This is an optimization exercise on Yosys and OpenROAD, whose aim is small area and a short achievable clock period, not a production implementation. Function was checked by simulation only, so behaviour that the tests miss may differ from the original. No activity file was given, so power comes from the tool's default toggle rates.

## config.mk

```make
export PLATFORM = sky130hd
export DESIGN_NAME = processor
export DESIGN_NICKNAME = processor
export VERILOG_FILES = /design/flow/design.v
export SDC_FILE = /design/flow/constraint.sdc
export NUM_CORES = 4
export LEC_CHECK = 0
export ABC_CLOCK_PERIOD_IN_PS = 5000
export CAP_MARGIN = 20
export CORE_MARGIN = 2
export CORE_UTILIZATION = 35
export SETUP_SLACK_MARGIN = 4.5
export SLEW_MARGIN = 20
```

## constraint.sdc

```tcl
create_clock -name core_clock -period 11.0 [get_ports {clock}]
set_input_delay 2.2000 -clock core_clock [delete_from_list [all_inputs] [get_ports {clock}]]
set_output_delay 2.2000 -clock core_clock [all_outputs]
set_load 0.01 [all_outputs]
```

## design.v

```verilog
module mul16(a, b, x, y);
input [15:0] a, b;
output [31:0] x, y;
wire pp0_0 = a[0] & b[0];
wire pp0_1 = a[0] & b[1];
wire pp0_2 = a[0] & b[2];
wire pp0_3 = a[0] & b[3];
wire pp0_4 = a[0] & b[4];
wire pp0_5 = a[0] & b[5];
wire pp0_6 = a[0] & b[6];
wire pp0_7 = a[0] & b[7];
wire pp0_8 = a[0] & b[8];
wire pp0_9 = a[0] & b[9];
wire pp0_10 = a[0] & b[10];
wire pp0_11 = a[0] & b[11];
wire pp0_12 = a[0] & b[12];
wire pp0_13 = a[0] & b[13];
wire pp0_14 = a[0] & b[14];
wire pp0_15 = a[0] & b[15];
wire pp1_0 = a[1] & b[0];
wire pp1_1 = a[1] & b[1];
wire pp1_2 = a[1] & b[2];
wire pp1_3 = a[1] & b[3];
wire pp1_4 = a[1] & b[4];
wire pp1_5 = a[1] & b[5];
wire pp1_6 = a[1] & b[6];
wire pp1_7 = a[1] & b[7];
wire pp1_8 = a[1] & b[8];
wire pp1_9 = a[1] & b[9];
wire pp1_10 = a[1] & b[10];
wire pp1_11 = a[1] & b[11];
wire pp1_12 = a[1] & b[12];
wire pp1_13 = a[1] & b[13];
wire pp1_14 = a[1] & b[14];
wire pp1_15 = a[1] & b[15];
wire pp2_0 = a[2] & b[0];
wire pp2_1 = a[2] & b[1];
wire pp2_2 = a[2] & b[2];
wire pp2_3 = a[2] & b[3];
wire pp2_4 = a[2] & b[4];
wire pp2_5 = a[2] & b[5];
wire pp2_6 = a[2] & b[6];
wire pp2_7 = a[2] & b[7];
wire pp2_8 = a[2] & b[8];
wire pp2_9 = a[2] & b[9];
wire pp2_10 = a[2] & b[10];
wire pp2_11 = a[2] & b[11];
wire pp2_12 = a[2] & b[12];
wire pp2_13 = a[2] & b[13];
wire pp2_14 = a[2] & b[14];
wire pp2_15 = a[2] & b[15];
wire pp3_0 = a[3] & b[0];
wire pp3_1 = a[3] & b[1];
wire pp3_2 = a[3] & b[2];
wire pp3_3 = a[3] & b[3];
wire pp3_4 = a[3] & b[4];
wire pp3_5 = a[3] & b[5];
wire pp3_6 = a[3] & b[6];
wire pp3_7 = a[3] & b[7];
wire pp3_8 = a[3] & b[8];
wire pp3_9 = a[3] & b[9];
wire pp3_10 = a[3] & b[10];
wire pp3_11 = a[3] & b[11];
wire pp3_12 = a[3] & b[12];
wire pp3_13 = a[3] & b[13];
wire pp3_14 = a[3] & b[14];
wire pp3_15 = a[3] & b[15];
wire pp4_0 = a[4] & b[0];
wire pp4_1 = a[4] & b[1];
wire pp4_2 = a[4] & b[2];
wire pp4_3 = a[4] & b[3];
wire pp4_4 = a[4] & b[4];
wire pp4_5 = a[4] & b[5];
wire pp4_6 = a[4] & b[6];
wire pp4_7 = a[4] & b[7];
wire pp4_8 = a[4] & b[8];
wire pp4_9 = a[4] & b[9];
wire pp4_10 = a[4] & b[10];
wire pp4_11 = a[4] & b[11];
wire pp4_12 = a[4] & b[12];
wire pp4_13 = a[4] & b[13];
wire pp4_14 = a[4] & b[14];
wire pp4_15 = a[4] & b[15];
wire pp5_0 = a[5] & b[0];
wire pp5_1 = a[5] & b[1];
wire pp5_2 = a[5] & b[2];
wire pp5_3 = a[5] & b[3];
wire pp5_4 = a[5] & b[4];
wire pp5_5 = a[5] & b[5];
wire pp5_6 = a[5] & b[6];
wire pp5_7 = a[5] & b[7];
wire pp5_8 = a[5] & b[8];
wire pp5_9 = a[5] & b[9];
wire pp5_10 = a[5] & b[10];
wire pp5_11 = a[5] & b[11];
wire pp5_12 = a[5] & b[12];
wire pp5_13 = a[5] & b[13];
wire pp5_14 = a[5] & b[14];
wire pp5_15 = a[5] & b[15];
wire pp6_0 = a[6] & b[0];
wire pp6_1 = a[6] & b[1];
wire pp6_2 = a[6] & b[2];
wire pp6_3 = a[6] & b[3];
wire pp6_4 = a[6] & b[4];
wire pp6_5 = a[6] & b[5];
wire pp6_6 = a[6] & b[6];
wire pp6_7 = a[6] & b[7];
wire pp6_8 = a[6] & b[8];
wire pp6_9 = a[6] & b[9];
wire pp6_10 = a[6] & b[10];
wire pp6_11 = a[6] & b[11];
wire pp6_12 = a[6] & b[12];
wire pp6_13 = a[6] & b[13];
wire pp6_14 = a[6] & b[14];
wire pp6_15 = a[6] & b[15];
wire pp7_0 = a[7] & b[0];
wire pp7_1 = a[7] & b[1];
wire pp7_2 = a[7] & b[2];
wire pp7_3 = a[7] & b[3];
wire pp7_4 = a[7] & b[4];
wire pp7_5 = a[7] & b[5];
wire pp7_6 = a[7] & b[6];
wire pp7_7 = a[7] & b[7];
wire pp7_8 = a[7] & b[8];
wire pp7_9 = a[7] & b[9];
wire pp7_10 = a[7] & b[10];
wire pp7_11 = a[7] & b[11];
wire pp7_12 = a[7] & b[12];
wire pp7_13 = a[7] & b[13];
wire pp7_14 = a[7] & b[14];
wire pp7_15 = a[7] & b[15];
wire pp8_0 = a[8] & b[0];
wire pp8_1 = a[8] & b[1];
wire pp8_2 = a[8] & b[2];
wire pp8_3 = a[8] & b[3];
wire pp8_4 = a[8] & b[4];
wire pp8_5 = a[8] & b[5];
wire pp8_6 = a[8] & b[6];
wire pp8_7 = a[8] & b[7];
wire pp8_8 = a[8] & b[8];
wire pp8_9 = a[8] & b[9];
wire pp8_10 = a[8] & b[10];
wire pp8_11 = a[8] & b[11];
wire pp8_12 = a[8] & b[12];
wire pp8_13 = a[8] & b[13];
wire pp8_14 = a[8] & b[14];
wire pp8_15 = a[8] & b[15];
wire pp9_0 = a[9] & b[0];
wire pp9_1 = a[9] & b[1];
wire pp9_2 = a[9] & b[2];
wire pp9_3 = a[9] & b[3];
wire pp9_4 = a[9] & b[4];
wire pp9_5 = a[9] & b[5];
wire pp9_6 = a[9] & b[6];
wire pp9_7 = a[9] & b[7];
wire pp9_8 = a[9] & b[8];
wire pp9_9 = a[9] & b[9];
wire pp9_10 = a[9] & b[10];
wire pp9_11 = a[9] & b[11];
wire pp9_12 = a[9] & b[12];
wire pp9_13 = a[9] & b[13];
wire pp9_14 = a[9] & b[14];
wire pp9_15 = a[9] & b[15];
wire pp10_0 = a[10] & b[0];
wire pp10_1 = a[10] & b[1];
wire pp10_2 = a[10] & b[2];
wire pp10_3 = a[10] & b[3];
wire pp10_4 = a[10] & b[4];
wire pp10_5 = a[10] & b[5];
wire pp10_6 = a[10] & b[6];
wire pp10_7 = a[10] & b[7];
wire pp10_8 = a[10] & b[8];
wire pp10_9 = a[10] & b[9];
wire pp10_10 = a[10] & b[10];
wire pp10_11 = a[10] & b[11];
wire pp10_12 = a[10] & b[12];
wire pp10_13 = a[10] & b[13];
wire pp10_14 = a[10] & b[14];
wire pp10_15 = a[10] & b[15];
wire pp11_0 = a[11] & b[0];
wire pp11_1 = a[11] & b[1];
wire pp11_2 = a[11] & b[2];
wire pp11_3 = a[11] & b[3];
wire pp11_4 = a[11] & b[4];
wire pp11_5 = a[11] & b[5];
wire pp11_6 = a[11] & b[6];
wire pp11_7 = a[11] & b[7];
wire pp11_8 = a[11] & b[8];
wire pp11_9 = a[11] & b[9];
wire pp11_10 = a[11] & b[10];
wire pp11_11 = a[11] & b[11];
wire pp11_12 = a[11] & b[12];
wire pp11_13 = a[11] & b[13];
wire pp11_14 = a[11] & b[14];
wire pp11_15 = a[11] & b[15];
wire pp12_0 = a[12] & b[0];
wire pp12_1 = a[12] & b[1];
wire pp12_2 = a[12] & b[2];
wire pp12_3 = a[12] & b[3];
wire pp12_4 = a[12] & b[4];
wire pp12_5 = a[12] & b[5];
wire pp12_6 = a[12] & b[6];
wire pp12_7 = a[12] & b[7];
wire pp12_8 = a[12] & b[8];
wire pp12_9 = a[12] & b[9];
wire pp12_10 = a[12] & b[10];
wire pp12_11 = a[12] & b[11];
wire pp12_12 = a[12] & b[12];
wire pp12_13 = a[12] & b[13];
wire pp12_14 = a[12] & b[14];
wire pp12_15 = a[12] & b[15];
wire pp13_0 = a[13] & b[0];
wire pp13_1 = a[13] & b[1];
wire pp13_2 = a[13] & b[2];
wire pp13_3 = a[13] & b[3];
wire pp13_4 = a[13] & b[4];
wire pp13_5 = a[13] & b[5];
wire pp13_6 = a[13] & b[6];
wire pp13_7 = a[13] & b[7];
wire pp13_8 = a[13] & b[8];
wire pp13_9 = a[13] & b[9];
wire pp13_10 = a[13] & b[10];
wire pp13_11 = a[13] & b[11];
wire pp13_12 = a[13] & b[12];
wire pp13_13 = a[13] & b[13];
wire pp13_14 = a[13] & b[14];
wire pp13_15 = a[13] & b[15];
wire pp14_0 = a[14] & b[0];
wire pp14_1 = a[14] & b[1];
wire pp14_2 = a[14] & b[2];
wire pp14_3 = a[14] & b[3];
wire pp14_4 = a[14] & b[4];
wire pp14_5 = a[14] & b[5];
wire pp14_6 = a[14] & b[6];
wire pp14_7 = a[14] & b[7];
wire pp14_8 = a[14] & b[8];
wire pp14_9 = a[14] & b[9];
wire pp14_10 = a[14] & b[10];
wire pp14_11 = a[14] & b[11];
wire pp14_12 = a[14] & b[12];
wire pp14_13 = a[14] & b[13];
wire pp14_14 = a[14] & b[14];
wire pp14_15 = a[14] & b[15];
wire pp15_0 = a[15] & b[0];
wire pp15_1 = a[15] & b[1];
wire pp15_2 = a[15] & b[2];
wire pp15_3 = a[15] & b[3];
wire pp15_4 = a[15] & b[4];
wire pp15_5 = a[15] & b[5];
wire pp15_6 = a[15] & b[6];
wire pp15_7 = a[15] & b[7];
wire pp15_8 = a[15] & b[8];
wire pp15_9 = a[15] & b[9];
wire pp15_10 = a[15] & b[10];
wire pp15_11 = a[15] & b[11];
wire pp15_12 = a[15] & b[12];
wire pp15_13 = a[15] & b[13];
wire pp15_14 = a[15] & b[14];
wire pp15_15 = a[15] & b[15];
wire s0 = pp0_13 ^ pp1_12;
wire c0 = pp0_13 & pp1_12;
wire s1 = pp0_14 ^ pp1_13 ^ pp2_12;
wire c1 = (pp0_14 & pp1_13) | (pp0_14 & pp2_12) | (pp1_13 & pp2_12);
wire s2 = pp3_11 ^ pp4_10;
wire c2 = pp3_11 & pp4_10;
wire s3 = pp0_15 ^ pp1_14 ^ pp2_13;
wire c3 = (pp0_15 & pp1_14) | (pp0_15 & pp2_13) | (pp1_14 & pp2_13);
wire s4 = pp3_12 ^ pp4_11 ^ pp5_10;
wire c4 = (pp3_12 & pp4_11) | (pp3_12 & pp5_10) | (pp4_11 & pp5_10);
wire s5 = pp6_9 ^ pp7_8;
wire c5 = pp6_9 & pp7_8;
wire s6 = pp1_15 ^ pp2_14 ^ pp3_13;
wire c6 = (pp1_15 & pp2_14) | (pp1_15 & pp3_13) | (pp2_14 & pp3_13);
wire s7 = pp4_12 ^ pp5_11 ^ pp6_10;
wire c7 = (pp4_12 & pp5_11) | (pp4_12 & pp6_10) | (pp5_11 & pp6_10);
wire s8 = pp7_9 ^ pp8_8;
wire c8 = pp7_9 & pp8_8;
wire s9 = pp2_15 ^ pp3_14 ^ pp4_13;
wire c9 = (pp2_15 & pp3_14) | (pp2_15 & pp4_13) | (pp3_14 & pp4_13);
wire s10 = pp5_12 ^ pp6_11 ^ pp7_10;
wire c10 = (pp5_12 & pp6_11) | (pp5_12 & pp7_10) | (pp6_11 & pp7_10);
wire s11 = pp3_15 ^ pp4_14 ^ pp5_13;
wire c11 = (pp3_15 & pp4_14) | (pp3_15 & pp5_13) | (pp4_14 & pp5_13);
wire s12 = pp0_9 ^ pp1_8;
wire c12 = pp0_9 & pp1_8;
wire s13 = pp0_10 ^ pp1_9 ^ pp2_8;
wire c13 = (pp0_10 & pp1_9) | (pp0_10 & pp2_8) | (pp1_9 & pp2_8);
wire s14 = pp3_7 ^ pp4_6;
wire c14 = pp3_7 & pp4_6;
wire s15 = pp0_11 ^ pp1_10 ^ pp2_9;
wire c15 = (pp0_11 & pp1_10) | (pp0_11 & pp2_9) | (pp1_10 & pp2_9);
wire s16 = pp3_8 ^ pp4_7 ^ pp5_6;
wire c16 = (pp3_8 & pp4_7) | (pp3_8 & pp5_6) | (pp4_7 & pp5_6);
wire s17 = pp6_5 ^ pp7_4;
wire c17 = pp6_5 & pp7_4;
wire s18 = pp0_12 ^ pp1_11 ^ pp2_10;
wire c18 = (pp0_12 & pp1_11) | (pp0_12 & pp2_10) | (pp1_11 & pp2_10);
wire s19 = pp3_9 ^ pp4_8 ^ pp5_7;
wire c19 = (pp3_9 & pp4_8) | (pp3_9 & pp5_7) | (pp4_8 & pp5_7);
wire s20 = pp6_6 ^ pp7_5 ^ pp8_4;
wire c20 = (pp6_6 & pp7_5) | (pp6_6 & pp8_4) | (pp7_5 & pp8_4);
wire s21 = pp9_3 ^ pp10_2;
wire c21 = pp9_3 & pp10_2;
wire s22 = pp2_11 ^ pp3_10 ^ pp4_9;
wire c22 = (pp2_11 & pp3_10) | (pp2_11 & pp4_9) | (pp3_10 & pp4_9);
wire s23 = pp5_8 ^ pp6_7 ^ pp7_6;
wire c23 = (pp5_8 & pp6_7) | (pp5_8 & pp7_6) | (pp6_7 & pp7_6);
wire s24 = pp8_5 ^ pp9_4 ^ pp10_3;
wire c24 = (pp8_5 & pp9_4) | (pp8_5 & pp10_3) | (pp9_4 & pp10_3);
wire s25 = pp11_2 ^ pp12_1 ^ pp13_0;
wire c25 = (pp11_2 & pp12_1) | (pp11_2 & pp13_0) | (pp12_1 & pp13_0);
wire s26 = pp5_9 ^ pp6_8 ^ pp7_7;
wire c26 = (pp5_9 & pp6_8) | (pp5_9 & pp7_7) | (pp6_8 & pp7_7);
wire s27 = pp8_6 ^ pp9_5 ^ pp10_4;
wire c27 = (pp8_6 & pp9_5) | (pp8_6 & pp10_4) | (pp9_5 & pp10_4);
wire s28 = pp11_3 ^ pp12_2 ^ pp13_1;
wire c28 = (pp11_3 & pp12_2) | (pp11_3 & pp13_1) | (pp12_2 & pp13_1);
wire s29 = pp14_0 ^ s1 ^ s2;
wire c29 = (pp14_0 & s1) | (pp14_0 & s2) | (s1 & s2);
wire s30 = pp8_7 ^ pp9_6 ^ pp10_5;
wire c30 = (pp8_7 & pp9_6) | (pp8_7 & pp10_5) | (pp9_6 & pp10_5);
wire s31 = pp11_4 ^ pp12_3 ^ pp13_2;
wire c31 = (pp11_4 & pp12_3) | (pp11_4 & pp13_2) | (pp12_3 & pp13_2);
wire s32 = pp14_1 ^ pp15_0 ^ s3;
wire c32 = (pp14_1 & pp15_0) | (pp14_1 & s3) | (pp15_0 & s3);
wire s33 = s4 ^ s5 ^ c1;
wire c33 = (s4 & s5) | (s4 & c1) | (s5 & c1);
wire s34 = pp9_7 ^ pp10_6 ^ pp11_5;
wire c34 = (pp9_7 & pp10_6) | (pp9_7 & pp11_5) | (pp10_6 & pp11_5);
wire s35 = pp12_4 ^ pp13_3 ^ pp14_2;
wire c35 = (pp12_4 & pp13_3) | (pp12_4 & pp14_2) | (pp13_3 & pp14_2);
wire s36 = pp15_1 ^ s6 ^ s7;
wire c36 = (pp15_1 & s6) | (pp15_1 & s7) | (s6 & s7);
wire s37 = s8 ^ c3 ^ c4;
wire c37 = (s8 & c3) | (s8 & c4) | (c3 & c4);
wire s38 = pp8_9 ^ pp9_8 ^ pp10_7;
wire c38 = (pp8_9 & pp9_8) | (pp8_9 & pp10_7) | (pp9_8 & pp10_7);
wire s39 = pp11_6 ^ pp12_5 ^ pp13_4;
wire c39 = (pp11_6 & pp12_5) | (pp11_6 & pp13_4) | (pp12_5 & pp13_4);
wire s40 = pp14_3 ^ pp15_2 ^ s9;
wire c40 = (pp14_3 & pp15_2) | (pp14_3 & s9) | (pp15_2 & s9);
wire s41 = s10 ^ c6 ^ c7;
wire c41 = (s10 & c6) | (s10 & c7) | (c6 & c7);
wire s42 = pp6_12 ^ pp7_11 ^ pp8_10;
wire c42 = (pp6_12 & pp7_11) | (pp6_12 & pp8_10) | (pp7_11 & pp8_10);
wire s43 = pp9_9 ^ pp10_8 ^ pp11_7;
wire c43 = (pp9_9 & pp10_8) | (pp9_9 & pp11_7) | (pp10_8 & pp11_7);
wire s44 = pp12_6 ^ pp13_5 ^ pp14_4;
wire c44 = (pp12_6 & pp13_5) | (pp12_6 & pp14_4) | (pp13_5 & pp14_4);
wire s45 = pp15_3 ^ s11 ^ c9;
wire c45 = (pp15_3 & s11) | (pp15_3 & c9) | (s11 & c9);
wire s46 = pp4_15 ^ pp5_14 ^ pp6_13;
wire c46 = (pp4_15 & pp5_14) | (pp4_15 & pp6_13) | (pp5_14 & pp6_13);
wire s47 = pp7_12 ^ pp8_11 ^ pp9_10;
wire c47 = (pp7_12 & pp8_11) | (pp7_12 & pp9_10) | (pp8_11 & pp9_10);
wire s48 = pp10_9 ^ pp11_8 ^ pp12_7;
wire c48 = (pp10_9 & pp11_8) | (pp10_9 & pp12_7) | (pp11_8 & pp12_7);
wire s49 = pp13_6 ^ pp14_5 ^ pp15_4;
wire c49 = (pp13_6 & pp14_5) | (pp13_6 & pp15_4) | (pp14_5 & pp15_4);
wire s50 = pp5_15 ^ pp6_14 ^ pp7_13;
wire c50 = (pp5_15 & pp6_14) | (pp5_15 & pp7_13) | (pp6_14 & pp7_13);
wire s51 = pp8_12 ^ pp9_11 ^ pp10_10;
wire c51 = (pp8_12 & pp9_11) | (pp8_12 & pp10_10) | (pp9_11 & pp10_10);
wire s52 = pp11_9 ^ pp12_8 ^ pp13_7;
wire c52 = (pp11_9 & pp12_8) | (pp11_9 & pp13_7) | (pp12_8 & pp13_7);
wire s53 = pp6_15 ^ pp7_14 ^ pp8_13;
wire c53 = (pp6_15 & pp7_14) | (pp6_15 & pp8_13) | (pp7_14 & pp8_13);
wire s54 = pp9_12 ^ pp10_11 ^ pp11_10;
wire c54 = (pp9_12 & pp10_11) | (pp9_12 & pp11_10) | (pp10_11 & pp11_10);
wire s55 = pp7_15 ^ pp8_14 ^ pp9_13;
wire c55 = (pp7_15 & pp8_14) | (pp7_15 & pp9_13) | (pp8_14 & pp9_13);
wire s56 = pp0_6 ^ pp1_5;
wire c56 = pp0_6 & pp1_5;
wire s57 = pp0_7 ^ pp1_6 ^ pp2_5;
wire c57 = (pp0_7 & pp1_6) | (pp0_7 & pp2_5) | (pp1_6 & pp2_5);
wire s58 = pp3_4 ^ pp4_3;
wire c58 = pp3_4 & pp4_3;
wire s59 = pp0_8 ^ pp1_7 ^ pp2_6;
wire c59 = (pp0_8 & pp1_7) | (pp0_8 & pp2_6) | (pp1_7 & pp2_6);
wire s60 = pp3_5 ^ pp4_4 ^ pp5_3;
wire c60 = (pp3_5 & pp4_4) | (pp3_5 & pp5_3) | (pp4_4 & pp5_3);
wire s61 = pp6_2 ^ pp7_1;
wire c61 = pp6_2 & pp7_1;
wire s62 = pp2_7 ^ pp3_6 ^ pp4_5;
wire c62 = (pp2_7 & pp3_6) | (pp2_7 & pp4_5) | (pp3_6 & pp4_5);
wire s63 = pp5_4 ^ pp6_3 ^ pp7_2;
wire c63 = (pp5_4 & pp6_3) | (pp5_4 & pp7_2) | (pp6_3 & pp7_2);
wire s64 = pp8_1 ^ pp9_0 ^ s12;
wire c64 = (pp8_1 & pp9_0) | (pp8_1 & s12) | (pp9_0 & s12);
wire s65 = pp5_5 ^ pp6_4 ^ pp7_3;
wire c65 = (pp5_5 & pp6_4) | (pp5_5 & pp7_3) | (pp6_4 & pp7_3);
wire s66 = pp8_2 ^ pp9_1 ^ pp10_0;
wire c66 = (pp8_2 & pp9_1) | (pp8_2 & pp10_0) | (pp9_1 & pp10_0);
wire s67 = s13 ^ s14 ^ c12;
wire c67 = (s13 & s14) | (s13 & c12) | (s14 & c12);
wire s68 = pp8_3 ^ pp9_2 ^ pp10_1;
wire c68 = (pp8_3 & pp9_2) | (pp8_3 & pp10_1) | (pp9_2 & pp10_1);
wire s69 = pp11_0 ^ s15 ^ s16;
wire c69 = (pp11_0 & s15) | (pp11_0 & s16) | (s15 & s16);
wire s70 = s17 ^ c13 ^ c14;
wire c70 = (s17 & c13) | (s17 & c14) | (c13 & c14);
wire s71 = pp11_1 ^ pp12_0 ^ s18;
wire c71 = (pp11_1 & pp12_0) | (pp11_1 & s18) | (pp12_0 & s18);
wire s72 = s19 ^ s20 ^ s21;
wire c72 = (s19 & s20) | (s19 & s21) | (s20 & s21);
wire s73 = c15 ^ c16 ^ c17;
wire c73 = (c15 & c16) | (c15 & c17) | (c16 & c17);
wire s74 = s0 ^ s22 ^ s23;
wire c74 = (s0 & s22) | (s0 & s23) | (s22 & s23);
wire s75 = s24 ^ s25 ^ c18;
wire c75 = (s24 & s25) | (s24 & c18) | (s25 & c18);
wire s76 = c19 ^ c20 ^ c21;
wire c76 = (c19 & c20) | (c19 & c21) | (c20 & c21);
wire s77 = c0 ^ s26 ^ s27;
wire c77 = (c0 & s26) | (c0 & s27) | (s26 & s27);
wire s78 = s28 ^ s29 ^ c22;
wire c78 = (s28 & s29) | (s28 & c22) | (s29 & c22);
wire s79 = c23 ^ c24 ^ c25;
wire c79 = (c23 & c24) | (c23 & c25) | (c24 & c25);
wire s80 = c2 ^ s30 ^ s31;
wire c80 = (c2 & s30) | (c2 & s31) | (s30 & s31);
wire s81 = s32 ^ s33 ^ c26;
wire c81 = (s32 & s33) | (s32 & c26) | (s33 & c26);
wire s82 = c27 ^ c28 ^ c29;
wire c82 = (c27 & c28) | (c27 & c29) | (c28 & c29);
wire s83 = c5 ^ s34 ^ s35;
wire c83 = (c5 & s34) | (c5 & s35) | (s34 & s35);
wire s84 = s36 ^ s37 ^ c30;
wire c84 = (s36 & s37) | (s36 & c30) | (s37 & c30);
wire s85 = c31 ^ c32 ^ c33;
wire c85 = (c31 & c32) | (c31 & c33) | (c32 & c33);
wire s86 = c8 ^ s38 ^ s39;
wire c86 = (c8 & s38) | (c8 & s39) | (s38 & s39);
wire s87 = s40 ^ s41 ^ c34;
wire c87 = (s40 & s41) | (s40 & c34) | (s41 & c34);
wire s88 = c35 ^ c36 ^ c37;
wire c88 = (c35 & c36) | (c35 & c37) | (c36 & c37);
wire s89 = c10 ^ s42 ^ s43;
wire c89 = (c10 & s42) | (c10 & s43) | (s42 & s43);
wire s90 = s44 ^ s45 ^ c38;
wire c90 = (s44 & s45) | (s44 & c38) | (s45 & c38);
wire s91 = c39 ^ c40 ^ c41;
wire c91 = (c39 & c40) | (c39 & c41) | (c40 & c41);
wire s92 = c11 ^ s46 ^ s47;
wire c92 = (c11 & s46) | (c11 & s47) | (s46 & s47);
wire s93 = s48 ^ s49 ^ c42;
wire c93 = (s48 & s49) | (s48 & c42) | (s49 & c42);
wire s94 = c43 ^ c44 ^ c45;
wire c94 = (c43 & c44) | (c43 & c45) | (c44 & c45);
wire s95 = pp14_6 ^ pp15_5 ^ s50;
wire c95 = (pp14_6 & pp15_5) | (pp14_6 & s50) | (pp15_5 & s50);
wire s96 = s51 ^ s52 ^ c46;
wire c96 = (s51 & s52) | (s51 & c46) | (s52 & c46);
wire s97 = c47 ^ c48 ^ c49;
wire c97 = (c47 & c48) | (c47 & c49) | (c48 & c49);
wire s98 = pp12_9 ^ pp13_8 ^ pp14_7;
wire c98 = (pp12_9 & pp13_8) | (pp12_9 & pp14_7) | (pp13_8 & pp14_7);
wire s99 = pp15_6 ^ s53 ^ s54;
wire c99 = (pp15_6 & s53) | (pp15_6 & s54) | (s53 & s54);
wire s100 = c50 ^ c51 ^ c52;
wire c100 = (c50 & c51) | (c50 & c52) | (c51 & c52);
wire s101 = pp10_12 ^ pp11_11 ^ pp12_10;
wire c101 = (pp10_12 & pp11_11) | (pp10_12 & pp12_10) | (pp11_11 & pp12_10);
wire s102 = pp13_9 ^ pp14_8 ^ pp15_7;
wire c102 = (pp13_9 & pp14_8) | (pp13_9 & pp15_7) | (pp14_8 & pp15_7);
wire s103 = s55 ^ c53 ^ c54;
wire c103 = (s55 & c53) | (s55 & c54) | (c53 & c54);
wire s104 = pp8_15 ^ pp9_14 ^ pp10_13;
wire c104 = (pp8_15 & pp9_14) | (pp8_15 & pp10_13) | (pp9_14 & pp10_13);
wire s105 = pp11_12 ^ pp12_11 ^ pp13_10;
wire c105 = (pp11_12 & pp12_11) | (pp11_12 & pp13_10) | (pp12_11 & pp13_10);
wire s106 = pp14_9 ^ pp15_8 ^ c55;
wire c106 = (pp14_9 & pp15_8) | (pp14_9 & c55) | (pp15_8 & c55);
wire s107 = pp9_15 ^ pp10_14 ^ pp11_13;
wire c107 = (pp9_15 & pp10_14) | (pp9_15 & pp11_13) | (pp10_14 & pp11_13);
wire s108 = pp12_12 ^ pp13_11 ^ pp14_10;
wire c108 = (pp12_12 & pp13_11) | (pp12_12 & pp14_10) | (pp13_11 & pp14_10);
wire s109 = pp10_15 ^ pp11_14 ^ pp12_13;
wire c109 = (pp10_15 & pp11_14) | (pp10_15 & pp12_13) | (pp11_14 & pp12_13);
wire s110 = pp0_4 ^ pp1_3;
wire c110 = pp0_4 & pp1_3;
wire s111 = pp0_5 ^ pp1_4 ^ pp2_3;
wire c111 = (pp0_5 & pp1_4) | (pp0_5 & pp2_3) | (pp1_4 & pp2_3);
wire s112 = pp3_2 ^ pp4_1;
wire c112 = pp3_2 & pp4_1;
wire s113 = pp2_4 ^ pp3_3 ^ pp4_2;
wire c113 = (pp2_4 & pp3_3) | (pp2_4 & pp4_2) | (pp3_3 & pp4_2);
wire s114 = pp5_1 ^ pp6_0 ^ s56;
wire c114 = (pp5_1 & pp6_0) | (pp5_1 & s56) | (pp6_0 & s56);
wire s115 = pp5_2 ^ pp6_1 ^ pp7_0;
wire c115 = (pp5_2 & pp6_1) | (pp5_2 & pp7_0) | (pp6_1 & pp7_0);
wire s116 = s57 ^ s58 ^ c56;
wire c116 = (s57 & s58) | (s57 & c56) | (s58 & c56);
wire s117 = pp8_0 ^ s59 ^ s60;
wire c117 = (pp8_0 & s59) | (pp8_0 & s60) | (s59 & s60);
wire s118 = s61 ^ c57 ^ c58;
wire c118 = (s61 & c57) | (s61 & c58) | (c57 & c58);
wire s119 = s62 ^ s63 ^ s64;
wire c119 = (s62 & s63) | (s62 & s64) | (s63 & s64);
wire s120 = c59 ^ c60 ^ c61;
wire c120 = (c59 & c60) | (c59 & c61) | (c60 & c61);
wire s121 = s65 ^ s66 ^ s67;
wire c121 = (s65 & s66) | (s65 & s67) | (s66 & s67);
wire s122 = c62 ^ c63 ^ c64;
wire c122 = (c62 & c63) | (c62 & c64) | (c63 & c64);
wire s123 = s68 ^ s69 ^ s70;
wire c123 = (s68 & s69) | (s68 & s70) | (s69 & s70);
wire s124 = c65 ^ c66 ^ c67;
wire c124 = (c65 & c66) | (c65 & c67) | (c66 & c67);
wire s125 = s71 ^ s72 ^ s73;
wire c125 = (s71 & s72) | (s71 & s73) | (s72 & s73);
wire s126 = c68 ^ c69 ^ c70;
wire c126 = (c68 & c69) | (c68 & c70) | (c69 & c70);
wire s127 = s74 ^ s75 ^ s76;
wire c127 = (s74 & s75) | (s74 & s76) | (s75 & s76);
wire s128 = c71 ^ c72 ^ c73;
wire c128 = (c71 & c72) | (c71 & c73) | (c72 & c73);
wire s129 = s77 ^ s78 ^ s79;
wire c129 = (s77 & s78) | (s77 & s79) | (s78 & s79);
wire s130 = c74 ^ c75 ^ c76;
wire c130 = (c74 & c75) | (c74 & c76) | (c75 & c76);
wire s131 = s80 ^ s81 ^ s82;
wire c131 = (s80 & s81) | (s80 & s82) | (s81 & s82);
wire s132 = c77 ^ c78 ^ c79;
wire c132 = (c77 & c78) | (c77 & c79) | (c78 & c79);
wire s133 = s83 ^ s84 ^ s85;
wire c133 = (s83 & s84) | (s83 & s85) | (s84 & s85);
wire s134 = c80 ^ c81 ^ c82;
wire c134 = (c80 & c81) | (c80 & c82) | (c81 & c82);
wire s135 = s86 ^ s87 ^ s88;
wire c135 = (s86 & s87) | (s86 & s88) | (s87 & s88);
wire s136 = c83 ^ c84 ^ c85;
wire c136 = (c83 & c84) | (c83 & c85) | (c84 & c85);
wire s137 = s89 ^ s90 ^ s91;
wire c137 = (s89 & s90) | (s89 & s91) | (s90 & s91);
wire s138 = c86 ^ c87 ^ c88;
wire c138 = (c86 & c87) | (c86 & c88) | (c87 & c88);
wire s139 = s92 ^ s93 ^ s94;
wire c139 = (s92 & s93) | (s92 & s94) | (s93 & s94);
wire s140 = c89 ^ c90 ^ c91;
wire c140 = (c89 & c90) | (c89 & c91) | (c90 & c91);
wire s141 = s95 ^ s96 ^ s97;
wire c141 = (s95 & s96) | (s95 & s97) | (s96 & s97);
wire s142 = c92 ^ c93 ^ c94;
wire c142 = (c92 & c93) | (c92 & c94) | (c93 & c94);
wire s143 = s98 ^ s99 ^ s100;
wire c143 = (s98 & s99) | (s98 & s100) | (s99 & s100);
wire s144 = c95 ^ c96 ^ c97;
wire c144 = (c95 & c96) | (c95 & c97) | (c96 & c97);
wire s145 = s101 ^ s102 ^ s103;
wire c145 = (s101 & s102) | (s101 & s103) | (s102 & s103);
wire s146 = c98 ^ c99 ^ c100;
wire c146 = (c98 & c99) | (c98 & c100) | (c99 & c100);
wire s147 = s104 ^ s105 ^ s106;
wire c147 = (s104 & s105) | (s104 & s106) | (s105 & s106);
wire s148 = c101 ^ c102 ^ c103;
wire c148 = (c101 & c102) | (c101 & c103) | (c102 & c103);
wire s149 = pp15_9 ^ s107 ^ s108;
wire c149 = (pp15_9 & s107) | (pp15_9 & s108) | (s107 & s108);
wire s150 = c104 ^ c105 ^ c106;
wire c150 = (c104 & c105) | (c104 & c106) | (c105 & c106);
wire s151 = pp13_12 ^ pp14_11 ^ pp15_10;
wire c151 = (pp13_12 & pp14_11) | (pp13_12 & pp15_10) | (pp14_11 & pp15_10);
wire s152 = s109 ^ c107 ^ c108;
wire c152 = (s109 & c107) | (s109 & c108) | (c107 & c108);
wire s153 = pp11_15 ^ pp12_14 ^ pp13_13;
wire c153 = (pp11_15 & pp12_14) | (pp11_15 & pp13_13) | (pp12_14 & pp13_13);
wire s154 = pp14_12 ^ pp15_11 ^ c109;
wire c154 = (pp14_12 & pp15_11) | (pp14_12 & c109) | (pp15_11 & c109);
wire s155 = pp12_15 ^ pp13_14 ^ pp14_13;
wire c155 = (pp12_15 & pp13_14) | (pp12_15 & pp14_13) | (pp13_14 & pp14_13);
wire s156 = pp0_3 ^ pp1_2;
wire c156 = pp0_3 & pp1_2;
wire s157 = pp2_2 ^ pp3_1 ^ pp4_0;
wire c157 = (pp2_2 & pp3_1) | (pp2_2 & pp4_0) | (pp3_1 & pp4_0);
wire s158 = pp5_0 ^ s111 ^ s112;
wire c158 = (pp5_0 & s111) | (pp5_0 & s112) | (s111 & s112);
wire s159 = s113 ^ s114 ^ c111;
wire c159 = (s113 & s114) | (s113 & c111) | (s114 & c111);
wire s160 = s115 ^ s116 ^ c113;
wire c160 = (s115 & s116) | (s115 & c113) | (s116 & c113);
wire s161 = s117 ^ s118 ^ c115;
wire c161 = (s117 & s118) | (s117 & c115) | (s118 & c115);
wire s162 = s119 ^ s120 ^ c117;
wire c162 = (s119 & s120) | (s119 & c117) | (s120 & c117);
wire s163 = s121 ^ s122 ^ c119;
wire c163 = (s121 & s122) | (s121 & c119) | (s122 & c119);
wire s164 = s123 ^ s124 ^ c121;
wire c164 = (s123 & s124) | (s123 & c121) | (s124 & c121);
wire s165 = s125 ^ s126 ^ c123;
wire c165 = (s125 & s126) | (s125 & c123) | (s126 & c123);
wire s166 = s127 ^ s128 ^ c125;
wire c166 = (s127 & s128) | (s127 & c125) | (s128 & c125);
wire s167 = s129 ^ s130 ^ c127;
wire c167 = (s129 & s130) | (s129 & c127) | (s130 & c127);
wire s168 = s131 ^ s132 ^ c129;
wire c168 = (s131 & s132) | (s131 & c129) | (s132 & c129);
wire s169 = s133 ^ s134 ^ c131;
wire c169 = (s133 & s134) | (s133 & c131) | (s134 & c131);
wire s170 = s135 ^ s136 ^ c133;
wire c170 = (s135 & s136) | (s135 & c133) | (s136 & c133);
wire s171 = s137 ^ s138 ^ c135;
wire c171 = (s137 & s138) | (s137 & c135) | (s138 & c135);
wire s172 = s139 ^ s140 ^ c137;
wire c172 = (s139 & s140) | (s139 & c137) | (s140 & c137);
wire s173 = s141 ^ s142 ^ c139;
wire c173 = (s141 & s142) | (s141 & c139) | (s142 & c139);
wire s174 = s143 ^ s144 ^ c141;
wire c174 = (s143 & s144) | (s143 & c141) | (s144 & c141);
wire s175 = s145 ^ s146 ^ c143;
wire c175 = (s145 & s146) | (s145 & c143) | (s146 & c143);
wire s176 = s147 ^ s148 ^ c145;
wire c176 = (s147 & s148) | (s147 & c145) | (s148 & c145);
wire s177 = s149 ^ s150 ^ c147;
wire c177 = (s149 & s150) | (s149 & c147) | (s150 & c147);
wire s178 = s151 ^ s152 ^ c149;
wire c178 = (s151 & s152) | (s151 & c149) | (s152 & c149);
wire s179 = s153 ^ s154 ^ c151;
wire c179 = (s153 & s154) | (s153 & c151) | (s154 & c151);
wire s180 = pp15_12 ^ s155 ^ c153;
wire c180 = (pp15_12 & s155) | (pp15_12 & c153) | (s155 & c153);
wire s181 = pp13_15 ^ pp14_14 ^ pp15_13;
wire c181 = (pp13_15 & pp14_14) | (pp13_15 & pp15_13) | (pp14_14 & pp15_13);
wire s182 = pp0_2 ^ pp1_1;
wire c182 = pp0_2 & pp1_1;
wire s183 = pp2_1 ^ pp3_0 ^ s156;
wire c183 = (pp2_1 & pp3_0) | (pp2_1 & s156) | (pp3_0 & s156);
wire s184 = s110 ^ s157 ^ c156;
wire c184 = (s110 & s157) | (s110 & c156) | (s157 & c156);
wire s185 = c110 ^ s158 ^ c157;
wire c185 = (c110 & s158) | (c110 & c157) | (s158 & c157);
wire s186 = c112 ^ s159 ^ c158;
wire c186 = (c112 & s159) | (c112 & c158) | (s159 & c158);
wire s187 = c114 ^ s160 ^ c159;
wire c187 = (c114 & s160) | (c114 & c159) | (s160 & c159);
wire s188 = c116 ^ s161 ^ c160;
wire c188 = (c116 & s161) | (c116 & c160) | (s161 & c160);
wire s189 = c118 ^ s162 ^ c161;
wire c189 = (c118 & s162) | (c118 & c161) | (s162 & c161);
wire s190 = c120 ^ s163 ^ c162;
wire c190 = (c120 & s163) | (c120 & c162) | (s163 & c162);
wire s191 = c122 ^ s164 ^ c163;
wire c191 = (c122 & s164) | (c122 & c163) | (s164 & c163);
wire s192 = c124 ^ s165 ^ c164;
wire c192 = (c124 & s165) | (c124 & c164) | (s165 & c164);
wire s193 = c126 ^ s166 ^ c165;
wire c193 = (c126 & s166) | (c126 & c165) | (s166 & c165);
wire s194 = c128 ^ s167 ^ c166;
wire c194 = (c128 & s167) | (c128 & c166) | (s167 & c166);
wire s195 = c130 ^ s168 ^ c167;
wire c195 = (c130 & s168) | (c130 & c167) | (s168 & c167);
wire s196 = c132 ^ s169 ^ c168;
wire c196 = (c132 & s169) | (c132 & c168) | (s169 & c168);
wire s197 = c134 ^ s170 ^ c169;
wire c197 = (c134 & s170) | (c134 & c169) | (s170 & c169);
wire s198 = c136 ^ s171 ^ c170;
wire c198 = (c136 & s171) | (c136 & c170) | (s171 & c170);
wire s199 = c138 ^ s172 ^ c171;
wire c199 = (c138 & s172) | (c138 & c171) | (s172 & c171);
wire s200 = c140 ^ s173 ^ c172;
wire c200 = (c140 & s173) | (c140 & c172) | (s173 & c172);
wire s201 = c142 ^ s174 ^ c173;
wire c201 = (c142 & s174) | (c142 & c173) | (s174 & c173);
wire s202 = c144 ^ s175 ^ c174;
wire c202 = (c144 & s175) | (c144 & c174) | (s175 & c174);
wire s203 = c146 ^ s176 ^ c175;
wire c203 = (c146 & s176) | (c146 & c175) | (s176 & c175);
wire s204 = c148 ^ s177 ^ c176;
wire c204 = (c148 & s177) | (c148 & c176) | (s177 & c176);
wire s205 = c150 ^ s178 ^ c177;
wire c205 = (c150 & s178) | (c150 & c177) | (s178 & c177);
wire s206 = c152 ^ s179 ^ c178;
wire c206 = (c152 & s179) | (c152 & c178) | (s179 & c178);
wire s207 = c154 ^ s180 ^ c179;
wire c207 = (c154 & s180) | (c154 & c179) | (s180 & c179);
wire s208 = c155 ^ s181 ^ c180;
wire c208 = (c155 & s181) | (c155 & c180) | (s181 & c180);
wire s209 = pp14_15 ^ pp15_14 ^ c181;
wire c209 = (pp14_15 & pp15_14) | (pp14_15 & c181) | (pp15_14 & c181);
assign x = {1'b0, pp15_15, s209, s208, s207, s206, s205, s204, s203, s202, s201, s200, s199, s198, s197, s196, s195, s194, s193, s192, s191, s190, s189, s188, s187, s186, s185, s184, s183, pp2_0, pp0_1, pp0_0};
assign y = {1'b0, c209, c208, c207, c206, c205, c204, c203, c202, c201, c200, c199, c198, c197, c196, c195, c194, c193, c192, c191, c190, c189, c188, c187, c186, c185, c184, c183, c182, s182, pp1_0, 1'b0};
endmodule
module processor(clock,reset,imem_addr,imem_data,wb_en,wb_addr,wb_data,flags);
input clock,reset;
output [7:0] imem_addr;
input [15:0] imem_data;
output wb_en;
output [2:0] wb_addr;
output [15:0] wb_data;
output [3:0] flags;
reg [7:0] pc;
reg [15:0] ir;
reg [3:0] fl;             
reg [15:0] rf [0:7];
reg [7:0] rv;
reg [15:0] dm [0:9];
reg [9:0] dv;
reg [14:0] hx, hy;       
reg hc;
reg [3:0] alo;            
reg ac4;                  
reg [15:0] lo;
reg hlv;
integer j;
reg [15:0] opa, opb;      
reg s_sum, s_shl, s_shr, s_or, s_and, s_mem, s_lo, s_hi;
wire [3:0] op = ir[3:0];
wire [2:0] rd = ir[6:4];
wire [2:0] f  = ir[15:13];
wire [5:0] c6 = ir[15:10];
wire [15:0] sx = {1'b0, {9{c6[5]}}, c6};
reg nm;                   
wire mulN;
wire fZ = fl[3], fN = nm ? mulN : fl[2], fC = fl[1], fV = fl[0];
wire [15:0] A = opa;
wire [15:0] B = opb;
wire [16:0] sum = {1'b0, A} + {1'b0, B};
wire [16:0] shl = {1'b0, A} << f;
reg [15:0] shr;
integer bi;
always @* for (bi = 0; bi < 16; bi = bi + 1) shr[bi] = shl[15 - bi];
wire addok = (op == 4'd0) & ((f == 3'd0) | ((f == 3'd1) & fN) | ((f == 3'd2) & fZ));
wire [16:0] res = ({17{s_sum}} & sum) | ({17{s_shl}} & shl) | ({17{s_shr}} & {1'b0, shr}) |
                  ({17{s_or}} & {1'b0, A | B}) | ({17{s_and}} & {1'b0, A & B});
wire ahi0 = &((A[15:5] ^ sx[15:5]) ~^ (A[14:4] | sx[14:4])) & ~(A[4] ^ sx[4] ^ ac4);
wire [9:0] hit = {10{ahi0}} & (10'd1 << alo);
wire [9:0] msel = 10'd1 << alo;
reg [15:0] mword;
always @* begin
  mword = 16'd0;
  for (j = 0; j < 10; j = j + 1)
    mword = mword | ({16{msel[j] & dv[j]}} & dm[j]) | ({16{msel[j] & ~dv[j]}} & (16'h4000 | j));
end
wire [15:0] mdata = ahi0 ? mword : 16'd0;
wire [31:0] mx, my;
mul16 u_mul(.a(A), .b(B), .x(mx), .y(my));
wire [16:0] P = {1'b0, mx[15:0]} + {1'b0, my[15:0]};    
wire [15:0] hsum = {1'b0, hx} + {1'b0, hy} + hc;
wire mp16 = hc ^ hx[0] ^ hy[0];                         
wire mpz = &((hx[14:1] ^ hy[14:1]) ~^ (hx[13:0] | hy[13:0])) & ~(hx[14] | hy[14]) & ~mp16;
assign mulN = mpz & lo[15];
wire [15:0] wd = res[15:0] | ({16{s_mem}} & mdata) | ({16{s_lo & hlv}} & lo) |
                 ({16{s_hi & hlv}} & {1'b0, hsum[15:1]});
wire we = addok | (op == 4'd1) | (op == 4'd2) | (op == 4'd3) | (op == 4'd4) |
          (op == 4'd5) | (op == 4'd6) | (op == 4'd7) | (op == 4'd11) | (op == 4'd12);
wire setfl = addok | (op == 4'd1) | (op == 4'd2) | (op == 4'd3) | (op == 4'd4) | (op == 4'd5);
wire st = (op == 4'd8);
wire mul = (op == 4'd10);
always @(posedge clock) begin
  if (we) rf[rd] <= wd;
  for (j = 0; j < 10; j = j + 1)
    if (st & hit[j]) dm[j] <= B;
  if (mul) begin
    hx <= mx[30:16];
    hy <= my[30:16];
    hc <= P[16];
    lo <= P[15:0];
  end
end
always @(posedge clock, posedge reset) begin
  if (reset) begin
    rv <= 8'd0;
    dv <= 10'd0;
    hlv <= 1'b0;
  end else begin
    if (we) rv[rd] <= 1'b1;
    for (j = 0; j < 10; j = j + 1)
      if (st & hit[j]) dv[j] <= 1'b1;
    if (mul) hlv <= 1'b1;
  end
end
always @(posedge clock, posedge reset) begin
  if (reset) begin
    fl <= 4'd0;
    nm <= 1'b0;
  end else if (setfl) begin
    fl <= {res == 17'd0, res[16:15] == 2'b01, (op == 4'd0) & res[16], res[16]};
    nm <= 1'b0;
  end else if (mul) begin
    fl <= {(A == 16'd0) | (B == 16'd0), 3'b000};
    nm <= 1'b1;
  end
end
wire [3:0] nop = imem_data[3:0];
wire [2:0] nrs = imem_data[9:7];
wire [2:0] nrt = (nop == 4'd8) ? imem_data[6:4] : imem_data[12:10];
wire [5:0] nc6 = imem_data[15:10];
wire [15:0] nsx = {1'b0, {9{nc6[5]}}, nc6};
wire nimm = (nop == 4'd5) | (nop == 4'd6);
wire nli = (nop == 4'd6);
wire [7:0] sela = {8{~nli}} & rv & (8'd1 << nrs);
wire [7:0] selb = rv & (8'd1 << nrt);
reg [15:0] rA, rB;
always @* begin
  rA = 16'd0;
  rB = 16'd0;
  for (j = 0; j < 8; j = j + 1) begin
    rA = rA | ({16{sela[j]}} & rf[j]);
    rB = rB | ({16{selb[j]}} & rf[j]);
  end
end
wire fwa = we & (rd == nrs) & ~nli;
wire nsr = (nop == 4'd2);
wire [15:0] ra_in = fwa ? wd : rA;
reg [15:0] ra_rev;
always @* for (bi = 0; bi < 16; bi = bi + 1) ra_rev[bi] = ra_in[15 - bi];
wire fwb = we & (rd == nrt);
wire brc = (op == 4'd9) & (((f == 3'd1) & fN) | ((f == 3'd2) & fZ) | ((f == 3'd3) & fV) | ((f == 3'd4) & fC));
wire jmp = (op == 4'd9) & (f == 3'd0);
always @(posedge clock, posedge reset) begin
  if (reset) begin
    pc <= 8'd0;
    ir <= 16'd0;
    s_sum <= 1'b0;            
    s_shl <= 1'b0;
    s_shr <= 1'b0;
    s_or <= 1'b0;
    s_and <= 1'b0;
    s_mem <= 1'b0;
    s_lo <= 1'b0;
    s_hi <= 1'b0;
  end else begin
    ir <= imem_data;
    s_sum <= (nop == 4'd0) | (nop == 4'd5) | (nop == 4'd6);
    s_shl <= (nop == 4'd1);
    s_shr <= (nop == 4'd2);
    s_or <= (nop == 4'd3);
    s_and <= (nop == 4'd4);
    s_mem <= (nop == 4'd7);
    s_lo <= (nop == 4'd11);
    s_hi <= (nop == 4'd12);
    if (jmp) pc <= pc + ir[11:4];
    else if (brc) pc <= ir[11:4];
    else pc <= pc + 8'd1;
  end
end
always @(posedge clock) begin
  opa <= nsr ? ra_rev : ra_in;
  opb <= nimm ? nsx : fwb ? wd : rB;
  {ac4, alo} <= ra_in[3:0] + nsx[3:0];
end
assign imem_addr = pc;
assign wb_en = we;
assign wb_addr = rd;
assign wb_data = wd;
assign flags = {fZ, fN, fC, fV};
endmodule
```

## run.sh

```bash
#!/bin/bash
# synth_recipe.tcl (not shown) runs the flow's synth.tcl, then flattens the netlist and writes it again
# the make line also repeats each setting of config.mk as NAME=value (left out here)
make -C /OpenROAD-flow-scripts/flow DESIGN_CONFIG=/design/flow/config.mk WORK_HOME=/design/flow/orfs CLKGATE_MAP_FILE= SYNTH_SCRIPT=/design/flow/synth_recipe.tcl finish
```

==> results of run 1 <==
-- area by class of cell --
| type | instances | area (µm²) | area share |
|---|---|---|---|
| multi-input combinational | 1614 | 14330 | 0.4498 |
| sequential | 427 | 12210 | 0.3834 |
| tap | 1050 | 1314 | 0.04125 |
| clock buffer | 54 | 1232 | 0.03869 |
| inverter | 295 | 1195 | 0.03752 |
| timing repair buffer | 141 | 1185 | 0.03720 |
| clock inverter | 32 | 385.4 | 0.01210 |
| antenna | 1 | 2.502 | 0.00007857 |
-- what timing repair did --
action	CTS	global route
buffers inserted	40	2
resized for setup	74	40
hold buffers	0	0
pin swaps	8	5
endpoints found under the setup margin	17	14
-- layer usage --
layer  vias to the layer above  GRT usage  routed length, µm
li1                       8920          -                  -
met1                     10630     0.3116              39080
met2                      1141     0.3504              42150
met3                       234    0.04245               8412
met4                         2     0.1122               4887
met5                         -          0                 13
-- critical path, delay by kind of cell (launching register included) --
kind                   cells  cell delay (ps)
muxes                      2              920
AOI/OAI and AO/OA          1              840
buffers and inverters      2             1000
DFF                        1              320
and+or+nand+nor            1              530
-- synth_stat cells, drive strengths merged (37+ instances only) --
master	count
xnor2	38
a21oi	58
nand3	46
a221oi	38
nor2	247
o21ai	60
inv	294
fa	201
ha	117
buf	59
a22oi	137
dfrtp	55
clkbuf	82
nand2	136
dfxtp	37
edfxtp	335
-- kinds of logic (layout without fill, tap and decap cells) --
group	Yosys count	in the layout	share of synthesized area
and+or+nand+nor	667	667	0.1185
xor gates and xnor gates	71	71	0.02233
adders and majority gates	318	318	0.1970
AOI/OAI and AO/OA	497	497	0.1326
muxes	61	61	0.03081
buffers and inverters	436	522	0.06154
DFF	427	427	0.4372
other	0	1	0
-- flip-flops by register name, indices dropped and copies added (netlist names), 10 cells and up --
signal / cells
ir: 15
opb: 16
lo: 16
hx: 15
dv: 10
opa: 16
rf: 128
hy: 15
dm: 160
-- worst min-delay path by stage --
stage | from | to | slack (ps) | depth (start not counted)
after floorplan | rv[5] | rv[5] | 430 | 1
after global placement | rv[7] | rv[7] | 460 | 1
after detailed placement | rv[5] | rv[5] | 470 | 1
after CTS | rv[5] | rv[5] | 490 | 1
after global routing | rv[1] | rv[1] | 510 | 1
final | rv[5] | rv[5] | 490 | 1
-- metrics by stage --
| step | utilization | instances | power, W |
|---|---|---|---|
| global route | 0.4038 | 3613 | 0.007080 |
| global placement | 0.3739 | 3485 | 0.004831 |
| detailed placement | 0.3739 | 3485 | 0.004898 |
| CTS | 0.4014 | 3611 | 0.006648 |
| floorplan | - | 2477 | 0.003990 |
| finish | 0.4038 | 3614 | 0.006651 |
-- where the power goes --
part,switching [W],internal (W)
registers,0.000185,0.00200
clock network,0.000694,0.000957
logic,0.00170,0.00112
==> notes.md, run 1 <==
* Slack of the worst reg-to-reg path at 5610 ps
* Arr. time, crit path at between 4000 and 5000 ps
* Leading area contributor after synthesis: sky130_fd_sc_hd__edfxtp_1
* Dominant cells by area after synthesis: sky130_fd_sc_hd__edfxtp_1, sky130_fd_sc_hd__fa_1, sky130_fd_sc_hd__ha_1
* Detail-routed via count per cell at ~5.8
* Worst max-slew margin expressed relative to the limit at 0.2768
* Depth of the most critical reg-to-reg path at 16
* HP Class: reg2reg
* Initial core utilization at 0.3532
* Number of hold violations in the final report at 0
* Tightest hold margin at about 500 ps
* Clock latency reported for the late side of the worst-skew pair at 600 ps
* Register bit total from synthesis at 427
* Total placed instance area at 29490 µm²
* Capture instance of the worst register-to-register path: lo[15]
* Share of Yosys cell area claimed by the top area cell type at 0.3612
* Seq/Total Area, Yosys at 0.4372
* Clk Tree Root Cell: sky130_fd_sc_hd__clkbuf_16
* Vias in the first global route at roughly 21000
* Number of design-rule violations left by the first detailed-router iteration at around 2600
* Power per standard cell area at roughly 210 nW/µm²
* Synthesized Nets at 2813
* I/O pin total at 50
* Port Buffers at 49
* Sum of net half-perimeters after detailed placement at just under 70 mm
* Warning count from the yosys run at 2
* Total grt overflow at 0
* Filler cell count in the final layout at 7529
* Maximum fanout count along the critical path at 26
* Max-cap violations at 0
* Crit Path Category: reg2out
* Number of buffers created by CTS at 46
* Critical path's slowest cell: sky130_fd_sc_hd__a221oi_1
* Fmax at roughly 160 MHz
* Initial antenna violation count at 1
* Max Clock Skew at approximately 27 ps
* Count of unresolved DRC violations after routing at 0
* Number of nets still failing antenna checks after routing at 0
* Worst reg2reg path startpoint: opb[8]
* Synthesized instance count at roughly 2500
* Final setup violating endpoints at 0
* Asr flop ratio synth at 0.1288
* Height of the die at about 290 µm
* Number of standard-cell rows in the floorplan at between 100 and 150
* Final total negative setup slack at 0 ps
* Clock tree from TritonCTS: done
* Measured slew at the worst slew-check pin at 1077 ps
* Setup crit end: wb_data[3]
* Shortest clock period the worst path allows after layout at around 6400 ps
* Avg Cell Area, Syn at about 11 µm²
* Status: timing/DRC/antenna clean
* Bufs on Longest Clock Path at 3
* Maximum cell stage delay along the critical path at between 800 and 900 ps
* Drt total wl at 94.55 mm
* EDFF count, synth at ~340
* Core Footprint at about 79000 µm²
* Clk slew on worst S/H paths at 70 ps
* Endpoint kind of the worst setup timing path: output port
* Static Leak at around 12 nW
* Final Worst Setup Slack at about 4600 ps
* Unrepaired setup endpoints after global routing: yes
* Final Max Tran Viols at 0
* Final Cycle Share at 0.5850
* Placer congestion estimate at approximately 0.95
* Post-route cell area at roughly 32000 µm²
* DR vias at approximately 21000
* Nets at 2861
* Area of the mapped netlist at 27850 µm²
* Predominant post-synthesis flop cell: sky130_fd_sc_hd__edfxtp_1
* Worst EP required at a little under 9000 ps
* Routed wire length per instance at 26.16 µm
* Pin count of the biggest net entering global routing at 56
* Synth-to-layout area growth at 14.35%
* Deepest level of the CTS H-tree at 2
* Number of unique standard cell types used by synthesis at 96
* Share of final-layout standard cells stronger than drive strength 1 at 0.1397
* Drt pass-1 iters at 6
* Overall routing resource usage at 0.2285
* Peak VDD IR at roughly 0.15 mV
* Type of origin of the critical path: register
* Highest-count cells in the layout ignoring fill and taps: sky130_fd_sc_hd__edfxtp_1, sky130_fd_sc_hd__inv_1, sky130_fd_sc_hd__nor2_1
* First-pass GRT wire length at about 140 mm
* Post-placement worst setup slack at 3762 ps
* Total clock sinks at between 400 and 500
* Die Area at a little over 80000 µm²
* Cells along the critical path: buf_4 -> mux4_2 -> mux2_2 -> a221oi_1 -> nand3_1 -> clkdlybuf4s50_1
* Commonest non-fill, non-tap cell in the layout: sky130_fd_sc_hd__edfxtp_1
* Floorplan die width at ~290 µm
* Critical path origin: ir[14]
==> inputs of run 2 (changes only) <==
--- a/config.mk
+++ b/config.mk
@@ -11,3 +11,3 @@
 export CORE_UTILIZATION = 35
-export SETUP_SLACK_MARGIN = 4.5
+export SETUP_SLACK_MARGIN = 5
 export SLEW_MARGIN = 20
==> run 2 against run 1 <==
Against the previous run: critical path depth is 6 higher; cell area is 2.0% higher; setup slack better by 470 ps; synthesized area stayed put; largest power group unchanged; count of clock-buffer cells in the layout stayed put; die area stayed put; hold slack hardly changed; highest routed layer unchanged; global-route usage is 0.27 points higher; non-clock buffer count is 35 higher.
==> notes.md, run 2 <==
* Status: timing/DRC/antenna clean
* EDFF count, synth at between 300 and 400
* Cell types with the highest counts after synthesis: sky130_fd_sc_hd__edfxtp_1, sky130_fd_sc_hd__inv_1, sky130_fd_sc_hd__nor2_1
* Initial core utilization at 0.3532
* Port Buffers at roughly 50
* Crit Path Category: reg2out
* Total clock sinks at between 400 and 500
* Area of the mapped netlist at 27850 µm²
* First-pass GRT wire length at about 140 mm
* Clk slew on worst S/H paths at roughly 70 ps
* Hold Path Origin: rv[5]
* Drt pass-1 iters at 6
* Number of nets still failing antenna checks after routing at 0
* Asr flop ratio synth at 0.1288
* Clk Tree Root Cell: sky130_fd_sc_hd__clkbuf_16
* Worst max-slew margin expressed relative to the limit at 0.2536
* Number of unique standard cell types used by synthesis at 96
* HP Class: reg2reg
* Flip-flop count of the largest register after layout at 160
* Fmax at ~170 MHz
* Leading area contributor after synthesis: sky130_fd_sc_hd__edfxtp_1
* Shortest clock period the worst path allows after layout at between 5000 and 6000 ps
* Unrepaired setup endpoints after global routing: yes
* Measured slew at the worst slew-check pin at between 1000 and 1500 ps
* Synthesized instance count at ~2500
* Clock latency reported for the late side of the worst-skew pair at slightly above 600 ps
* Endpoint kind of the worst setup timing path: output port
* Vias in the first global route at around 21000
* Pin count of the biggest net entering global routing at 56
* Sum of net half-perimeters after detailed placement at roughly 67 mm
* Routed wire length per instance at about 26 µm
* Dominant cells by area after synthesis: sky130_fd_sc_hd__edfxtp_1, sky130_fd_sc_hd__fa_1, sky130_fd_sc_hd__ha_1
* Maximum fanout count along the critical path at 3
* Max Clock Skew at between 20 and 30 ps
* Cells along the critical path: inv_1 -> fa_1 -> fa_2 -> nor2b_2 -> o31a_1 -> o31a_1 -> o21ai_1 -> xnor2_2 -> a211oi_2 -> buf_4 -> clkinvlp_4 -> dlygate4sd2_1
* Register bit total from synthesis at ~430
* Hold buffer count at CTS at 0
* Detail-routed via count per cell at 5.814
* Filler cell count in the final layout at between 7000 and 8000
* Worst reg2reg path startpoint: opb[13]
* Seq/Total Area, Yosys at 0.4372
* Multi-input combinational cell area at about 15000 µm²
* Power per standard cell area at between 200 and 250 nW/µm²
* Final total negative setup slack at 0 ps
* Nets at ~2900
* Bufs on Longest Clock Path at 3
* Largest registers: dm (160), rf (128)
* Depth of the most critical reg-to-reg path at 15
* Floorplan die width at ~290 µm
* Static Leak at ~12 nW
* Maximum cell stage delay along the critical path at about 470 ps
* Type of origin of the critical path: register
* Synth-to-layout area growth at 16.61%
* Library cell with the highest instance count after synthesis: sky130_fd_sc_hd__edfxtp_1
* Deepest level of the CTS H-tree at 2
* Commonest non-fill, non-tap cell in the layout: sky130_fd_sc_hd__edfxtp_1
* Critical path's slowest cell: sky130_fd_sc_hd__fa_1
* I/O pin total at 50
* Post-route cell area at 32480 µm²
* Sequential cell area at around 12000 µm²
* Number of buffers created by CTS at 46
* Number of design-rule violations left by the first detailed-router iteration at 2863
* Die Area at ~82000 µm²
* Arr. time, crit path at 3760 ps
* Number of standard-cell rows in the floorplan at around 100
* Total placed instance area at 29490 µm²
* Number of hold violations in the final report at 0
* Placer congestion estimate at 0.9469
* Initial antenna violation count at 3
* Capture instance of the worst register-to-register path: hc
* Most repeated library cell on the critical path: sky130_fd_sc_hd__o31a_1
* Worst EP required at about 8800 ps
* Core Footprint at just under 80000 µm²
* Count of unresolved DRC violations after routing at 0
* Synthesized Nets at 2813
* Setup crit end: wb_data[11]
* Avg Cell Area, Syn at 11.25 µm²
* Register name with the most flops: dm
* Total grt overflow at 0
* Critical path origin: hx[0]
* Share of final-layout standard cells stronger than drive strength 1 at 0.1731
* DR vias at 21240
* Final Cycle Share at 0.5421
* Share of Yosys cell area claimed by the top area cell type at 0.3612
* Final setup violating endpoints at 0
* Slack of the worst reg-to-reg path at 5660 ps
* Predominant post-synthesis flop cell: sky130_fd_sc_hd__edfxtp_1
* Clock tree from TritonCTS: done
* Max-cap violations at 0
* Final Max Tran Viols at 0
* Height of the die at between 200 and 300 µm
* Warning count from the yosys run at 2
* Peak VDD IR at 0.1501 mV
* Drt total wl at approximately 96 mm
* Overall routing resource usage at 0.2312
* Highest-count cells in the layout ignoring fill and taps: sky130_fd_sc_hd__edfxtp_1, sky130_fd_sc_hd__inv_1, sky130_fd_sc_hd__nor2_1
-- run 2: cell families (layout without fill, tap and decap cells) --
kind of cell | after synthesis | in the layout | share of synthesized area
and+or+nand+nor | 667 | 668 | 0.1185
AOI/OAI and AO/OA | 497 | 497 | 0.1326
buffers and inverters | 436 | 558 | 0.06154
DFF | 427 | 427 | 0.4372
adders and majority gates | 318 | 318 | 0.1970
xor gates and xnor gates | 71 | 71 | 0.02233
muxes | 61 | 61 | 0.03081
other | 0 | 3 | 0
-- run 2: routing by layer --
layer,track usage,vias up,wire [µm]
li1,-,9008,-
met1,0.3146,10770,39670
met2,0.3587,1192,42660
met3,0.04157,267,8425
met4,0.1089,6,4980
met5,0,-,41
-- run 2: worst min path at each step --
stage	to	slack [ps]	depth (start not counted)
after floorplan	rv[5]	430	1
after global placement	rv[7]	460	1
after detailed placement	rv[5]	470	1
after CTS	rv[5]	490	1
after global routing	rv[1]	510	1
final	rv[5]	490	1
-- run 2: repair_timing --
| action | 4_1_cts | 5_1_grt |
|---|---|---|
| pin swaps | 27 | 18 |
| endpoints found under the setup margin | 18 | 15 |
| buffers inserted | 63 | 13 |
| gates cloned | 1 | 2 |
| resized for setup | 174 | 43 |
-- run 2: per-stage QoR --
step / utilization / hold WS, ps / setup slack, ps / std cells / power [W]
finish: 0.4118 / 493.0 / 5037 / 3653 / 0.006738
global route: 0.4117 / 514.6 / 4984 / 3650 / 0.007164
CTS: 0.4081 / 487.4 / 4847 / 3635 / 0.006717
detailed placement: 0.3739 / 465.1 / 3762 / 3485 / 0.004898
global placement: 0.3739 / 456.7 / 3831 / 3485 / 0.004831
floorplan: - / 432.6 / 5857 / 2477 / 0.003990
-- run 2: cell type report --
cell class                      count  area share
Multi-Input combinational cell   1615      0.4490
Sequential cell                   427      0.3768
Timing Repair Buffer              176     0.04653
Tap cell                         1050     0.04045
Clock buffer                       54     0.03794
Inverter                          295     0.03702
Clock inverter                     32     0.01186
Antenna cell                        3   0.0002311
Timing Repair inverter              1   0.0001541
-- run 2: worst max-delay path, delay by kind of cell, from the launching register on --
kind / cells / cell delay [ps]
AOI/OAI and AO/OA: 4 / 940
xor gates and xnor gates: 1 / 230
adders and majority gates: 2 / 850
buffers and inverters: 4 / 670
DFF: 1 / 320
and+or+nand+nor: 1 / 150
-- run 2: report_power, final --
part	internal [W]	switching, W	total, W
Sequential	0.00200	0.000185	0.00219
Combinational	0.00117	0.00173	0.00290
Clock	0.000957	0.000696	0.00165
Total	0.00413	0.00261	0.00674

==> what the ideal ports hide <==
Ports are ideal in the flow. The routed layouts listed here were re-timed in OpenROAD.
Step 1 (the two cells are an assumption about what drives the block):
set clk [get_ports {clock}]
set_driving_cell -lib_cell sky130_fd_sc_hd__clkbuf_16 $clk
set_driving_cell -lib_cell sky130_fd_sc_hd__buf_2 [delete_from_list [all_inputs] $clk]
Step 2, shift: input delay + t, output delay - t, t = (earliest + latest rising clock arrival at the registers) / 2. This alone moves slack from input paths to output paths.
Three values: ideal, step 1, step 2; two values: the first two.
| run | t, ns | setup slack, ns | hold WS [ns] | worst slew at a driven data input, ns | pins driven straight from the clock port |
|---|---|---|---|---|---|
| run 1 | 0.655 | 4.565 / 4.500 / 4.780 | 0.493 / 0.493 / 0.493 | 0.06 | 1 |
| run 2 | 0.667 | 5.037 / 4.964 / 4.811 | 0.493 / 0.493 / 0.493 | 0.06 | 1 |
After both steps every run listed still meets setup and hold. For run 2, which loses most, drivers alone change the setup slack by -0.073 ns; drivers and shift together by -0.226 ns.
